This design comes from an exercise in tuning for a short achievable clock period and few clock cycles on the open sky130 flow, not from production work. Function was not checked in any run shown here: the RTL went through the layout flow alone. Power and IR drop assume default switching activity.

## design/flow/design.v

```verilog
module srisc_top(clk, reset, sw, ledr, halt, ram_addr, ram_write, ram_din, ram_dout);
	input clk, reset;
	input [7:0] sw;
	output reg [7:0] ledr;
	output reg halt;
	output [7:0] ram_addr;
	output ram_write;
	output [15:0] ram_din;
	input [15:0] ram_dout;
	reg [7:0] pa;           
	reg pw;                 
	reg [15:0] pd;          
	reg pf_v;               
	reg pl_v;               
	reg [2:0] pl_rd;
	reg pl_ram, pl_sw;
	reg [7:0] pcf, pcf1;    
	assign ram_addr = pa;
	assign ram_write = pw;
	assign ram_din = pd;
	reg d_v;                
	reg [7:0] d_pc, d_pc1, d_pc2;
	reg lw_v;               
	reg [2:0] lw_rd;
	reg lw_ram, lw_sw;
	reg [15:0] R [0:7];
	reg fN, fV, fZ;
	reg e_v;
	reg [7:0] e_pc, e_pc1, e_tgt, e_tgt1;
	reg [15:0] e_a, e_b, e_c;
	reg [1:0] e_sh;
	reg e_add, e_and, e_mvn;    
	reg e_wr;
	reg [2:0] e_wrd;
	reg e_cmp, e_ld, e_st, e_bcc, e_bx, e_halt, e_pred, e_rd7;
	reg [2:0] e_cond;
	reg [8:0] e_imm5;
	wire kill_e = pw & e_v & (pa == e_pc);    
	wire ex = e_v & ~kill_e & ~halt;
	reg [15:0] shB, stdata;
	always_comb begin
		case (e_sh)
			2'b00: shB = e_b;
			2'b01: shB = {e_b[14:0], 1'b0};
			2'b10: shB = {1'b0, e_b[15:1]};
			default: shB = {e_b[15], e_b[15:1]};
		endcase
		case (e_sh)
			2'b00: stdata = e_c;
			2'b01: stdata = {e_c[14:0], 1'b0};
			2'b10: stdata = {1'b0, e_c[15:1]};
			default: stdata = {e_c[15], e_c[15:1]};
		endcase
	end
	wire [15:0] sum = e_a + shB;
	wire [15:0] res = e_add ? sum : e_and ? (e_a & shB) : e_mvn ? ~shB : shB;
	wire [15:0] diff = e_a - shB;
	wire [8:0] addr9 = e_a[8:0] + e_imm5;
	reg taken;
	always_comb begin
		case (e_cond)
			3'b000: taken = 1'b1;
			3'b001: taken = fZ;
			3'b010: taken = ~fZ;
			3'b011: taken = fN ^ fV;
			default: taken = (fN ^ fV) | fZ;
		endcase
	end
	wire e_redir = ex & (e_bx | (e_bcc & (taken ^ e_pred)));
	wire [7:0] e_tsel  = e_bx ? (e_rd7 ? e_pc1 : e_c[7:0]) : (taken ? e_tgt : e_pc1);
	wire [7:0] e_tsel1 = e_bx ? (e_rd7 ? e_pc1 + 8'd1 : e_c[7:0] + 8'd1) : (taken ? e_tgt1 : e_pc1 + 8'd1);
	wire ex_ld = ex & e_ld;
	wire ex_st = ex & e_st;
	wire ex_stram = ex_st & ~addr9[8];
	wire ex_port = ex_ld | ex_stram;
	wire we_e = ex & e_wr;
	wire [15:0] I = ram_dout;
	wire [2:0] op3 = I[15:13];
	wire [1:0] op2 = I[12:11];
	wire [2:0] rn = I[10:8], rd = I[7:5], rm = I[2:0];
	wire is_movi = (op3 == 3'b110) & op2[1];
	wire is_mov  = (op3 == 3'b110) & ~op2[1];
	wire is_alu  = (op3 == 3'b101);
	wire is_add  = is_alu & (op2 == 2'b00);
	wire is_cmp  = is_alu & (op2 == 2'b01);
	wire is_and  = is_alu & (op2 == 2'b10);
	wire is_mvn  = is_alu & (op2 == 2'b11);
	wire is_ldr  = (op3 == 3'b011);
	wire is_str  = (op3 == 3'b100);
	wire is_bcc  = (op3 == 3'b001);
	wire is_br   = (op3 == 3'b010);
	wire is_bl   = is_br & (op2 == 2'b11);
	wire is_blx  = is_br & (op2 == 2'b10);
	wire is_bx   = is_br & ~op2[0];           
	wire is_halt = (op3 == 3'b111);
	wire use_rn = (is_alu & ~is_mvn) | is_ldr | is_str;
	wire use_rm = is_alu | is_mov;
	wire use_rd = is_str | is_bx;
	wire hz_e = e_v & e_ld & ((use_rn & (rn == e_wrd)) | (use_rm & (rm == e_wrd)) | (use_rd & (rd == e_wrd)));
	wire hz_p = pl_v & ((use_rn & (rn == pl_rd)) | (use_rm & (rm == pl_rd)) | (use_rd & (rd == pl_rd)));
	wire hazard = d_v & (hz_e | hz_p);
	wire skill_d = pw & d_v & (pa == d_pc);   
	wire d_redir = d_v & ((is_bcc & ((rn == 3'b000) | I[7])) | is_bl);
	wire [7:0] d_tgt  = d_pc1 + I[7:0];
	wire [7:0] d_tgt1 = d_pc2 + I[7:0];
	wire [15:0] rA = (we_e & (e_wrd == rn)) ? res : R[rn];
	wire [15:0] rB = (we_e & (e_wrd == rm)) ? res : R[rm];
	wire [15:0] rC = (we_e & (e_wrd == rd)) ? res : R[rd];
	wire d_go = d_v & ~kill_e & ~e_redir & ~skill_d & ~hazard & ~halt;
	reg [7:0] nf, nf1;
	reg squash;
	always_comb begin
		squash = 1'b1;
		if (kill_e) begin
			nf = e_pc; nf1 = e_pc1;
		end else if (e_redir) begin
			nf = e_tsel; nf1 = e_tsel1;
		end else if (skill_d | hazard) begin
			nf = d_pc; nf1 = d_pc1;
		end else if (d_redir) begin
			nf = d_tgt; nf1 = d_tgt1;
		end else begin
			nf = pcf; nf1 = pcf1; squash = 1'b0;
		end
	end
	wire [15:0] lw_data = lw_ram ? ram_dout : lw_sw ? {8'b0, sw} : 16'b0;
	wire lw_we = lw_v & ~(we_e & (e_wrd == lw_rd));
	always_ff @(posedge clk) begin
		if (we_e) R[e_wrd] <= res;
		if (lw_we) R[lw_rd] <= lw_data;
		if (ex & e_cmp) begin
			fN <= diff[15];
			fV <= (e_a[15] & ~shB[15] & ~diff[15]) | (~e_a[15] & shB[15] & diff[15]);
			fZ <= (e_a == shB);
		end
		if (ex_st & (addr9 == 9'h100)) ledr <= stdata[7:0];
		pd <= stdata;
		pl_rd <= e_wrd;
		pl_ram <= ~addr9[8];
		pl_sw <= (addr9 == 9'h140);
		if (ex_port) begin
			pa <= addr9[7:0];
			pcf <= nf; pcf1 <= nf1;
		end else begin
			pa <= nf;
			pcf <= nf1; pcf1 <= nf1 + 8'd1;
		end
		d_pc <= pa;
		d_pc1 <= pa + 8'd1;
		d_pc2 <= pa + 8'd2;
		lw_rd <= pl_rd;
		lw_ram <= pl_ram;
		lw_sw <= pl_sw;
		e_pc <= d_pc;
		e_pc1 <= d_pc1;
		e_tgt <= d_tgt;
		e_tgt1 <= d_tgt1;
		e_a <= rA;
		e_b <= is_movi ? {{8{I[7]}}, I[7:0]} : is_br ? {8'b0, d_pc1} : rB;
		e_c <= rC;
		e_sh <= (is_movi | is_br) ? 2'b00 : I[4:3];
		e_add <= is_add;
		e_and <= is_and;
		e_mvn <= is_mvn;
		e_wr <= is_movi | is_mov | is_add | is_and | is_mvn | is_bl | is_blx;
		e_wrd <= is_movi ? rn : (is_bl | is_blx) ? 3'd7 : rd;
		e_cmp <= is_cmp;
		e_ld <= is_ldr;
		e_st <= is_str;
		e_bcc <= is_bcc;
		e_bx <= is_bx;
		e_halt <= is_halt;
		e_pred <= (rn == 3'b000) | I[7];
		e_rd7 <= is_blx & (rd == 3'd7);
		e_cond <= rn;
		e_imm5 <= {{4{I[4]}}, I[4:0]};
		if (reset) begin
			pa <= 8'd0;
			pcf <= 8'd1;
			pcf1 <= 8'd2;
			pw <= 1'b0;
			pf_v <= 1'b1;
			pl_v <= 1'b0;
			d_v <= 1'b0;
			lw_v <= 1'b0;
			e_v <= 1'b0;
			halt <= 1'b0;
		end else begin
			pw <= ex_stram;
			pf_v <= ~ex_port;
			pl_v <= ex_ld;
			d_v <= pf_v & ~squash;
			lw_v <= pl_v & ~(we_e & (e_wrd == pl_rd));
			e_v <= d_go;
			if (ex & e_halt) halt <= 1'b1;
		end
	end
endmodule
```

## design/flow/run.sh

```bash
#!/bin/bash
# synth_recipe.tcl (not shown) runs the flow's synth.tcl, then flattens the netlist and writes it again
# the make line also repeats each setting of config.mk as NAME=value (left out here)
make -C /OpenROAD-flow-scripts/flow DESIGN_CONFIG=/design/flow/config.mk WORK_HOME=/design/flow/orfs CLKGATE_MAP_FILE= SYNTH_SCRIPT=/design/flow/synth_recipe.tcl finish
```

## design/flow/config.mk

```make
export PLATFORM = sky130hd
export DESIGN_NAME = srisc_top
export DESIGN_NICKNAME = srisc_top
export VERILOG_FILES = /design/flow/design.v
export SDC_FILE = /design/flow/constraint.sdc
export NUM_CORES = 4
export LEC_CHECK = 0
export CAP_MARGIN = 20
export CORE_MARGIN = 2
export CORE_UTILIZATION = 40
export SLEW_MARGIN = 20
```

## design/flow/constraint.sdc

```tcl
create_clock -name core_clock -period 5.0 [get_ports {clk}]
set_input_delay 1.0000 -clock core_clock [delete_from_list [all_inputs] [get_ports {clk}]]
set_output_delay 1.0000 -clock core_clock [all_outputs]
set_load 0.01 [all_outputs]
```

==> reports/qor.csv, run 1 <==
metric;value;unit
status;timing/DRC/antenna clean;
hpwl;42850;um
p_leak;8.629;nW
grt_max_degree;62;
peakVddDrop;0.2423;mV
ys_ff_latch;324;
synth_edf_count;139;
nets;1949;
design.core.area;47750;um2
finalSetupViolCount;0;
p_per_area;357.6;nW/um2
avgRoutedWirePerCell;24.62;um
ys_async_sr_fraction;0;%
antenna_found_initial;4;
worstReg2RegEnd;R[6][14];
cp-start-kind;register;
antenna_cells;0;
wl;61560;um
grt_overflow_total;0;
preCtsSetupSlack;466.0;ps
vias;15010;
nFillCells;4361;
synthCells;1840;
critPathRequiredTime;5290;ps
synth.top_cells.by_area;edfxtp_1, dfxtp_1, mux4_2, mux2i_1, a21oi_1;
critPathKind;register to register;
cts_resized;0;
p_int;5.549;mW
synth_top_area_share;21.53;%
hold_viol_final;0;
crit_arrival;4820;ps
synth_area_leader_cell;edfxtp_1;
area_growth;13.66;%
switching_share;29.57;%
drt-initial-drc-count;1343;
cts_tree;done;
hold_class;register to register;
crit_chain;buf_4 > nor2_1 > a21oi_1 > inv_1 > ha_1 > a21o_1 > a21oi_1 > o21bai_1 > a2111oi_0 > nor4_1 > nor3_1 > nor4_1 > a211oi_1 > buf_4 > mux2i_1;
synth_nets;1933;
slew_headroom;37.43;%
drc_errors;0;
critPathSlowestCell;a2111oi_0;
root_buffer;clkbuf_16;
hold-path-cell-count;0;
synth_area_per_cell;10.54;um2
regToRegSetupSlack;470;ps
viasPerCell;6.003;
post-route-min-period;4529;ps
cap_violations;0;
grt_usage;24.45;%
pin_count;60;
cts_setup_buffers;0;
critPathTopFamily;compound AO/OA/AOI/OAI gates;
rows;80;
max_stage_delay;830;ps
p_seq_share;40.3;%
tightest_slew;935.8;ps
grt_pass1_vias;14830;
r2r_start;e_sh[1];
synth.distinct_cells;89;
crit_buf_inv;3;
timing.final.crit_share;90.58;%
clk_pin_slew_worst_paths;60;ps
yosys-top-cells-count;a21oi_1, dfxtp_1, mux2i_1;
power_switching;2.329;mW
dr.pass1.iters;5;
numCtsBuffers;39;
final_cell_area;22030;um2
h-tree-depth;2;
hold_buffers;0;
cp.depth;15;
die_x;224.2;um
synth_seq_area_share;40.64;%
cp-endpoint;R[6][14];
pwr-share-clk;38.6;%
ant_nets;0;
setup_tns;0;ps
cp-startpoint;e_sh[1];
drive_above_1_share;15.65;%
ys.warnings.count;1;
clock_skew;32.00;ps
grt_pass1_wl;91980;um
worstSetupEndpointType;register;
syn_area;19390;um2
drv_slew;0;
die_height;224.2;um
placed_area;20670;um2
cts_sinks;324;
critPathMaxFanout;45;
synth_most_common_cell;a21oi_1;
worstRegToRegCells;15;
clk_latency;580;ps
io_buffers;59;
rsz0062_at_grt;no;
start_util;40.60;%
clk_path_buf_depth;3;
die-area;50240;um2
p_comb_share;21.2;%
max_freq;0.2208;GHz
place.gp.congestion;0.9272;
setup_slack;470.8;ps
synth-main-ff-cell;dfxtp_1;
how the worst min path moves through the flow:
stage                start      to  slack, ps
floorplan           pl_ram  lw_ram        310
detailed placement  pl_ram  lw_ram        320
global placement    pl_ram  lw_ram        320
global route        pl_ram  lw_ram        340
finish              pl_ram  lw_ram        340
CTS                 pl_ram  lw_ram        340
power groups by stage:
stage	Clock [mW]	Combinational, mW	Sequential [mW]
4_1_cts	3.08	1.65	3.17
3_3_place_gp	0	1.62	3.22
2_1_floorplan	0	1.17	3.13
5_1_grt	3.18	1.82	3.19
6_report	3.04	1.67	3.17
3_5_place_dp	0	1.64	3.22
stage by stage:
stage	total power, mW	hold slack [ps]	utilization (%)	std cells
floorplan	4.300	309.6	-	1840
global placement	4.837	319.4	43.28	2430
detailed placement	4.866	323.7	43.29	2430
CTS	7.902	337.4	46.15	2500
global route	8.190	340.5	46.15	2500
finish	7.878	336.5	46.15	2500
cells by family (layout without fill, tap and decap cells):
logic type / count (synthesis) / in the layout / synth area share (%)
compound gates: 448 / 448 / 14.43
xor+xnor: 111 / 111 / 5.015
fa+ha+maj: 67 / 67 / 4.479
buf+inv: 213 / 258 / 4.447
flops: 324 / 324 / 40.64
mux: 271 / 271 / 20.33
simple gates: 406 / 406 / 10.67
worst reg2reg max path, stage by stage, from the launching register on:
cell	delay (ps)
dfxtp_2	470
buf_4	440
nor2_1	120
a21oi_1	270
inv_1	120
ha_1	340
a21o_1	190
a21oi_1	220
o21bai_1	120
a2111oi_0	830
nor4_1	210
nor3_1	310
nor4_1	90
a211oi_1	200
buf_4	230
mux2i_1	100
final cells by class:
class | instances | area, um2 | share of cell area, %
clock buffers | 51 | 1102 | 5.003
clock inverters | 19 | 264.0 | 1.198
inverters | 57 | 214.0 | 0.9710
multi-input cells | 1303 | 10720 | 48.64
flip-flops and latches | 324 | 7881 | 35.77
well taps | 615 | 769.5 | 3.492
repair buffers | 131 | 1086 | 4.929
sequential cells by signal (all words and copies together), names as in the netlist, 16 cells and up:
signal and flops:
e_b 16, e_c 16, pd 16, R 128, e_a 16
routing by layer:
metal  GRT usage, %  wire [um]
met4          8.860       1998
met3          5.483       5416
met2          39.28      28190
met1          32.38      25930
met5              0         25
placed cells by master, fill, tap and decap left out, types with 8 or more instances in the layout:
| cell | n |
|---|---|
| xnor2_1 | 70 |
| inv_1 | 55 |
| nand3_1 | 33 |
| nor2b_1 | 55 |
| a211oi_1 | 64 |
| or3_1 | 11 |
| dfxtp_1 | 182 |
| mux2_2 | 16 |
| nand2_1 | 119 |
| clkbuf_16 | 40 |
| o21ai_0 | 61 |
| a21o_1 | 11 |
| o211ai_1 | 9 |
| nor3_1 | 22 |
| buf_4 | 72 |
| mux4_2 | 96 |
| xor2_1 | 41 |
| buf_2 | 9 |
| o21ai_1 | 27 |
| mux2i_1 | 155 |
| nor2_1 | 78 |
| edfxtp_1 | 139 |
| a21oi_1 | 186 |
| ha_1 | 63 |
| and3_1 | 14 |
| nand4_1 | 14 |
| a22oi_1 | 8 |
| o21a_1 | 9 |
| nand2b_1 | 9 |
| clkdlybuf4s50_1 | 50 |
==> run 2: changes to the inputs <==
--- a/design/flow/config.mk
+++ b/design/flow/config.mk
@@ -5,7 +5,9 @@
 export SDC_FILE = /design/flow/constraint.sdc
 export NUM_CORES = 4
 export LEC_CHECK = 0
+export ABC_CLOCK_PERIOD_IN_PS = 2000
 export CAP_MARGIN = 20
 export CORE_MARGIN = 2
 export CORE_UTILIZATION = 40
+export SETUP_SLACK_MARGIN = 3
 export SLEW_MARGIN = 20
==> reports/qor.csv, run 2 <==
metric;value;unit
status;timing/DRC/antenna clean;
numCtsBuffers;39;
dr_wl_met2;34590;um
grt_usage;28.70;%
synth_top_area_share;21.53;%
critPathKind;register to register;
dr.pass1.iters;6;
hpwl;44260;um
synth_nets;1933;
setup_tns;0;ps
die-area;50240;um2
ant_nets;0;
viasPerCell;6.099;
peakVddDrop;0.2255;mV
synth-main-ff-cell;dfxtp_1;
syn_area;19390;um2
layout_common_cells;buf_4, dfxtp_1, mux2i_1, edfxtp_1, nand2_1;
slew_headroom;39.32;%
cp-start-kind;register;
fin_hold_ws;329.0;ps
finalSetupViolCount;0;
drive_above_1_share;42.82;%
largest_reg_flops;128;
clk_pin_slew_worst_paths;60;ps
ys_async_sr_fraction;0;%
met1Wirelength;29990;um
grt_overflow_total;0;
drv_slew;0;
drc_errors;0;
pin_count;60;
wl_met3;6679;um
synth.top_cells.by_area;edfxtp_1, dfxtp_1, mux4_2, mux2i_1, a21oi_1;
avgRoutedWirePerCell;27.33;um
grt_max_degree;54;
grt_pass1_vias;16440;
synth_area_leader_cell;edfxtp_1;
critPathMaxFanout;6;
wl;75850;um
p_leak;10.98;nW
hold_buffers;0;
crit_arrival;3830;ps
synth_most_common_cell;a21oi_1;
rsz0062_at_grt;yes;
p_int;5.964;mW
yosys-top-cells-count;a21oi_1, dfxtp_1, mux2i_1;
synth_edf_count;139;
ys_ff_latch;324;
seq_area;7958;um2
cts_tree;done;
synth_area_per_cell;10.54;um2
area_growth;42.55;%
root_buffer;clkbuf_16;
final_cell_area;27640;um2
cts_sinks;324;
clk_latency;600;ps
synth.distinct_cells;89;
routed.top_layer;met4;
critPathRequiredTime;5310;ps
synth_seq_area_share;40.64;%
post-route-min-period;3516;ps
multiInputGateArea;12740;um2
tightest_slew;908.3;ps
p_comb_share;28.9;%
die_x;224.2;um
grt_pass1_wl;106700;um
h-tree-depth;2;
start_util;40.60;%
design.core.area;47750;um2
clk_path_buf_depth;3;
power_switching;2.749;mW
p_per_area;315.3;nW/um2
die_height;224.2;um
place.gp.congestion;0.9110;
antenna_found_initial;1;
io_buffers;59;
synthCells;1840;
layout_commonest_cell;buf_4;
drt-initial-drc-count;1899;
rows;80;
timing.final.crit_share;70.33;%
cap_violations;0;
ys.warnings.count;1;
max_freq;0.2844;GHz
nFillCells;3804;
antenna_cells;0;
hold_class;register to register;
hold_viol_final;0;
clock_skew;32.76;ps
worstSetupEndpointType;register;
nets;2222;
vias;16930;
placed_area;21230;um2
p_seq_share;36.7;%
pwr-share-clk;34.4;%
switching_share;31.55;%
regMostFlops;R;
-- run 2: cell types whose count changed in the layout (fill, tap and decap cells not counted), moves of 41 or more --
| cell | before | now |
|---|---|---|
| clkdlybuf4s50_1 | 50 | 9 |
| buf_12 | 0 | 56 |
| a21oi_2 | 1 | 80 |
| buf_4 | 72 | 178 |
| a21oi_1 | 186 | 88 |
| buf_6 | 0 | 102 |
-- run 2: worst paths after layout --
check | cells after the start | slack, ps | from | end
max | 16 | 1480 | e_sh[1] | R[2][14]
min | 0 | 330 | pl_sw | lw_sw
max reg2reg | 16 | 1480 | e_sh[1] | R[2][14]
min reg2reg | 0 | 330 | pl_sw | lw_sw
-- run 2: layer usage --
metal / vias to the layer above / track usage, %
met5: - / 0
met4: 0 / 15.35
met3: 219 / 4.551
met2: 899 / 45.98
met1: 8382 / 37.39
li1: 7426 / -
-- run 2: final cells by class --
type                       count  area share (%)
inverter                      57          0.8014
clock buffer                  56           4.360
timing repair buffer         402           16.65
sequential                   324           28.80
clock inverter                16          0.5161
multi-input combinational   1305           46.09
tap                          615           2.784
-- run 2: what timing repair did --
action | CTS | global route
gates cloned | 15 | 11
pin swaps | 97 | 71
setup buffers | 177 | 86
gates resized for setup | 521 | 176
setup endpoints to repair | 399 | 384
-- run 2: kinds of logic (layout without fill, tap and decap cells) --
| family | Yosys count | count (layout) | synth area share [%] |
|---|---|---|---|
| xor gates and xnor gates | 111 | 111 | 5.015 |
| muxes | 271 | 271 | 20.33 |
| buffers and inverters | 213 | 531 | 4.447 |
| adders and majority gates | 67 | 67 | 4.479 |
| AOI/OAI and AO/OA | 448 | 449 | 14.43 |
| DFF | 324 | 324 | 40.64 |
| and+or+nand+nor | 406 | 407 | 10.67 |
-- run 2: power groups by stage --
stage / Clock, mW / Sequential, mW / Combinational, mW
after floorplan: 0 / 3.14 / 1.33
after global placement: 0 / 3.25 / 1.70
after detailed placement: 0 / 3.25 / 1.74
after CTS: 3.03 / 3.18 / 2.16
after global routing: 3.13 / 3.21 / 2.66
final: 3.00 / 3.20 / 2.51
-- run 2: metrics by stage --
step                std cells  utilization [%]  worst slack [ps]  total power [mW]
global placement         2413            44.44             471.8             4.958
detailed placement       2414            44.47             398.5             4.989
global route             2775            57.88              1362             9.004
CTS                      2678            54.25              1490             8.372
finish                   2775            57.88              1484             8.713
floorplan                1840                -              1492             4.473
-- run 2: worst max-delay path, stage by stage, from the launching register on --
cell	delay, ps
dfxtp_4	380
buf_12	130
a22o_4	260
ha_4	160
fa_2	360
a21o_1	210
a21oi_2	210
o21bai_4	90
a2111oi_4	290
buf_4	200
nor4_4	50
nor3_2	240
nor4_2	70
a211oi_2	160
buf_4	180
buf_8	150
a21oi_1	80
==> run 3: changes to the inputs <==
--- a/design/flow/design.v
+++ b/design/flow/design.v
@@ -35,6 +35,48 @@
 	reg e_cmp, e_ld, e_st, e_bcc, e_bx, e_halt, e_pred, e_rd7;
 	reg [2:0] e_cond;
 	reg [8:0] e_imm5;
+	function automatic [15:0] add16(input [15:0] a, input [15:0] b, input cin);
+		reg [15:0] g, p, G, P, Gn, Pn;
+		integer i, d;
+		begin
+			g = a & b; p = a ^ b;
+			G = g; P = p;
+			G[0] = g[0] | (p[0] & cin);
+			for (d = 1; d < 16; d = d * 2) begin
+				Gn = G; Pn = P;
+				for (i = d; i < 16; i = i + 1) begin
+					Gn[i] = G[i] | (P[i] & G[i-d]);
+					Pn[i] = P[i] & P[i-d];
+				end
+				G = Gn; P = Pn;
+			end
+			add16 = p ^ {G[14:0], cin};
+		end
+	endfunction
+	function automatic [8:0] add9(input [8:0] a, input [8:0] b);
+		reg [8:0] g, p, G, P, Gn, Pn;
+		integer i, d;
+		begin
+			g = a & b; p = a ^ b;
+			G = g; P = p;
+			for (d = 1; d < 9; d = d * 2) begin
+				Gn = G; Pn = P;
+				for (i = d; i < 9; i = i + 1) begin
+					Gn[i] = G[i] | (P[i] & G[i-d]);
+					Pn[i] = P[i] & P[i-d];
+				end
+				G = Gn; P = Pn;
+			end
+			add9 = p ^ {G[7:0], 1'b0};
+		end
+	endfunction
+	function automatic [7:0] add8(input [7:0] a, input [7:0] b);
+		reg [8:0] r;
+		begin
+			r = add9({1'b0, a}, {1'b0, b});
+			add8 = r[7:0];
+		end
+	endfunction
 	wire kill_e = pw & e_v & (pa == e_pc);    
 	wire ex = e_v & ~kill_e & ~halt;
 	reg [15:0] shB, stdata;
@@ -52,10 +94,10 @@
 			default: stdata = {e_c[15], e_c[15:1]};
 		endcase
 	end
-	wire [15:0] sum = e_a + shB;
+	wire [15:0] sum = add16(e_a, shB, 1'b0);
 	wire [15:0] res = e_add ? sum : e_and ? (e_a & shB) : e_mvn ? ~shB : shB;
-	wire [15:0] diff = e_a - shB;
-	wire [8:0] addr9 = e_a[8:0] + e_imm5;
+	wire [15:0] diff = add16(e_a, ~shB, 1'b1);
+	wire [8:0] addr9 = add9(e_a[8:0], e_imm5);
 	reg taken;
 	always_comb begin
 		case (e_cond)
@@ -101,8 +143,8 @@
 	wire hazard = d_v & (hz_e | hz_p);
 	wire skill_d = pw & d_v & (pa == d_pc);   
 	wire d_redir = d_v & ((is_bcc & ((rn == 3'b000) | I[7])) | is_bl);
-	wire [7:0] d_tgt  = d_pc1 + I[7:0];
-	wire [7:0] d_tgt1 = d_pc2 + I[7:0];
+	wire [7:0] d_tgt  = add8(d_pc1, I[7:0]);
+	wire [7:0] d_tgt1 = add8(d_pc2, I[7:0]);
 	wire [15:0] rA = (we_e & (e_wrd == rn)) ? res : R[rn];
 	wire [15:0] rB = (we_e & (e_wrd == rm)) ? res : R[rm];
 	wire [15:0] rC = (we_e & (e_wrd == rd)) ? res : R[rd];
--- a/design/flow/config.mk
+++ b/design/flow/config.mk
@@ -5,7 +5,7 @@
 export SDC_FILE = /design/flow/constraint.sdc
 export NUM_CORES = 4
 export LEC_CHECK = 0
-export ABC_CLOCK_PERIOD_IN_PS = 2000
+export ABC_CLOCK_PERIOD_IN_PS = 1500
 export CAP_MARGIN = 20
 export CORE_MARGIN = 2
 export CORE_UTILIZATION = 40
==> reports/qor.csv, run 3 <==
metric;value;unit
status;timing/DRC/antenna clean;
grt_util_met2;47.00;%
drc_errors;0;
synthCells;1868;
hold_class;register to register;
critPathRequiredTime;5480;ps
max_stage_delay;440;ps
h-tree-depth;2;
layout_commonest_cell;buf_4;
timing.final.crit_share;67.89;%
numCtsBuffers;41;
critPathSlowestCell;a311o_1;
cts_tree;done;
cts_sinks;324;
die_x;225;um
cp-start-kind;register;
synth_seq_area_share;40.32;%
ant_nets;0;
synth-main-ff-cell;dfxtp_1;
yosys-top-cells-count;a21oi_1, dfxtp_1, edfxtp_1, mux2i_1, nand2_1;
antenna_found_initial;3;
ys_ff_latch;324;
p_per_area;321.8;nW/um2
crit_arrival;3880;ps
worstRegToRegCells;16;
crit_buf_inv;3;
critPathMaxFanout;6;
clk_latency;570;ps
p_leak;10.90;nW
pwr-share-clk;33.6;%
io_buffers;59;
met1_usage;38.13;%
clock_skew;16.89;ps
synth.top_cells.by_area;edfxtp_1, dfxtp_1, mux4_2, mux2i_1, a21oi_1;
p_int;6.105;mW
grtUsageMet3;5.346;%
peakVddDrop;0.2058;mV
hold_viol_final;0;
die_height;225;um
ys.warnings.count;1;
synth_area_per_cell;10.46;um2
synth_top_area_share;21.37;%
wl;76030;um
nets;2264;
p_comb_share;30.8;%
drive_above_1_share;44.89;%
dr.pass1.iters;6;
drv_slew;0;
synth.distinct_cells;83;
root_buffer;clkbuf_16;
viasPerCell;6.098;
grt_pass1_wl;108800;um
pin_count;60;
layout_common_cells;buf_4, dfxtp_1, edfxtp_1, mux2i_1, nand2_1;
vias;17200;
area_growth;42.83;%
cap_violations;0;
switching_share;32.02;%
p_seq_share;35.6;%
crit_top_cell;a21oi_2;
crit_chain;mux2i_1 > nor2_1 > a21oi_2 > inv_2 > fa_2 > a21o_1 > a21oi_4 > o211ai_1 > a311o_1 > a21oi_2 > xnor2_2 > mux2i_2 > buf_4 > buf_8 > mux2_2 > o21ai_1;
cp.depth;16;
clk_pin_slew_worst_paths;60;ps
rsz0062_at_grt;yes;
syn_area;19540;um2
dp_cells;2446;
power_switching;2.875;mW
design.core.area;47950;um2
worstSetupEndpointType;register;
post-route-min-period;3394;ps
setup_tns;0;ps
slew_headroom;26.28;%
place.gp.congestion;0.9081;
hold-path-cell-count;0;
clk_path_buf_depth;3;
busiest_layer;met2;
final_cells;2820;
grt_overflow_total;0;
start_util;40.75;%
synth_nets;1961;
ys_async_sr_fraction;0;%
critPathKind;register to register;
finalSetupViolCount;0;
drt-initial-drc-count;1986;
largest_reg_flops;128;
avgRoutedWirePerCell;26.96;um
synth_edf_count;139;
regMostFlops;R;
grt_pass1_vias;16540;
hpwl;44260;um
synth_most_common_cell;a21oi_1;
regToRegSetupSlack;1610;ps
grt_usage;29.16;%
critPathTopFamily;compound AO/OA/AOI/OAI gates;
tightest_slew;1104;ps
rows;80;
grt_max_degree;68;
die-area;50630;um2
synth_area_leader_cell;edfxtp_1;
max_freq;0.2946;GHz
## run 3: cell types whose count changed after synthesis, moves of 10 or more
cell / change
nand3_1: +13
nand2_1: +15
a21oi_1: +17
o21ai_1: -25
mux2i_1: -17
o21ai_0: +10
o211ai_1: +16
a211oi_1: -10
## run 3: path summary, 6_finish.rpt
| check | startpoint | to |
|---|---|---|
| worst max-delay path | e_sh[0] | e_b[12] |
| worst min-delay path | pl_ram | lw_ram |
| worst min register to register | pl_ram | lw_ram |
| worst max register to register | e_sh[0] | e_b[12] |
## run 3: layer usage
layer,part of all wire [%],routed length (um)
met4,4.8,3680
met2,47,35670
met1,40,30080
met3,8.7,6583
met5,0.017,13
## run 3: cell type report
type | count | area [um2]
Clock inverter | 20 | 205.2
Sequential cell | 324 | 7954
Fill cell | 3778 | 20040
Clock buffer | 55 | 1141
Multi-Input combinational cell | 1340 | 13190
Tap cell | 615 | 769.5
Timing Repair Buffer | 411 | 4437
Antenna cell | 2 | 5.005
Inverter | 53 | 203.9
## run 3: stage by stage
stage	utilization (%)	worst slack (ps)	power [mW]	hold slack, ps	cell area [um2]
5_1_grt	58.19	1486	9.271	344.5	27900
3_5_place_dp	45.09	558.9	5.063	315.3	21620
2_1_floorplan	-	1721	4.549	309.6	21050
3_3_place_gp	45.08	695.0	5.033	317.2	21610
4_1_cts	55.63	1788	8.613	336.2	26670
6_report	58.20	1606	8.980	336.4	27900
## run 3: cell families (layout without fill, tap and decap cells)
kind of cell / after synthesis / after routing / share of synthesized area (%)
adders and majority gates: 67 / 67 / 4.445
and+or+nand+nor: 429 / 432 / 11.04
AOI/OAI and AO/OA: 470 / 472 / 15.11
buffers and inverters: 209 / 539 / 4.496
xor gates and xnor gates: 107 / 107 / 4.797
muxes: 262 / 262 / 19.78
DFF: 324 / 324 / 40.32
other: 0 / 2 / 0
## run 3: power groups by stage
stage | Clock, mW | Combinational (mW) | Sequential [mW]
floorplan | 0 | 1.41 | 3.14
global placement | 0 | 1.79 | 3.25
detailed placement | 0 | 1.82 | 3.25
CTS | 3.03 | 2.40 | 3.18
global route | 3.15 | 2.91 | 3.21
finish | 3.02 | 2.77 | 3.19
## run 3: repair_timing
action,in CTS,in global routing
endpoints found under the hold margin,0,0
buffers inserted,203,72
cloned,19,3
gates resized for setup,552,139
setup endpoints to repair,390,386
pin swaps,108,75
hold buffers,0,0

## what the ideal ports hide
The results above use ideal ports. As a check the final layouts listed here were re-extracted and re-timed, cells and wires unchanged. Step 1 assumes that a clkbuf_16 drives the clock port and a buf_2 every other input. Step 2 moves the port delays by t, midway between the first and last clock arrival at a register: inputs arrive t later, outputs are due t later. That takes back most of the time a late clock gives input paths. Three values: ideal, step 1, step 2; two values: the first two.
run	t, ns	setup slack, ns	worst setup path after step 2	clock arrival spread, ns	worst slew at a driven data input, ns
run 1	0.616	0.471 / 0.471 / 0.395	input to register	0.032 / 0.032	0.13
run 2	0.636	1.484 / 1.484 / 1.265	input to register	0.034 / 0.034	0.07
run 3	0.625	1.606 / 1.606 / 1.408	input to register	0.018 / 0.018	0.09
After both steps every run listed still meets setup and hold. For run 2, which loses most, drivers alone change the setup slack by 0.000 ns; drivers and shift together by -0.219 ns.
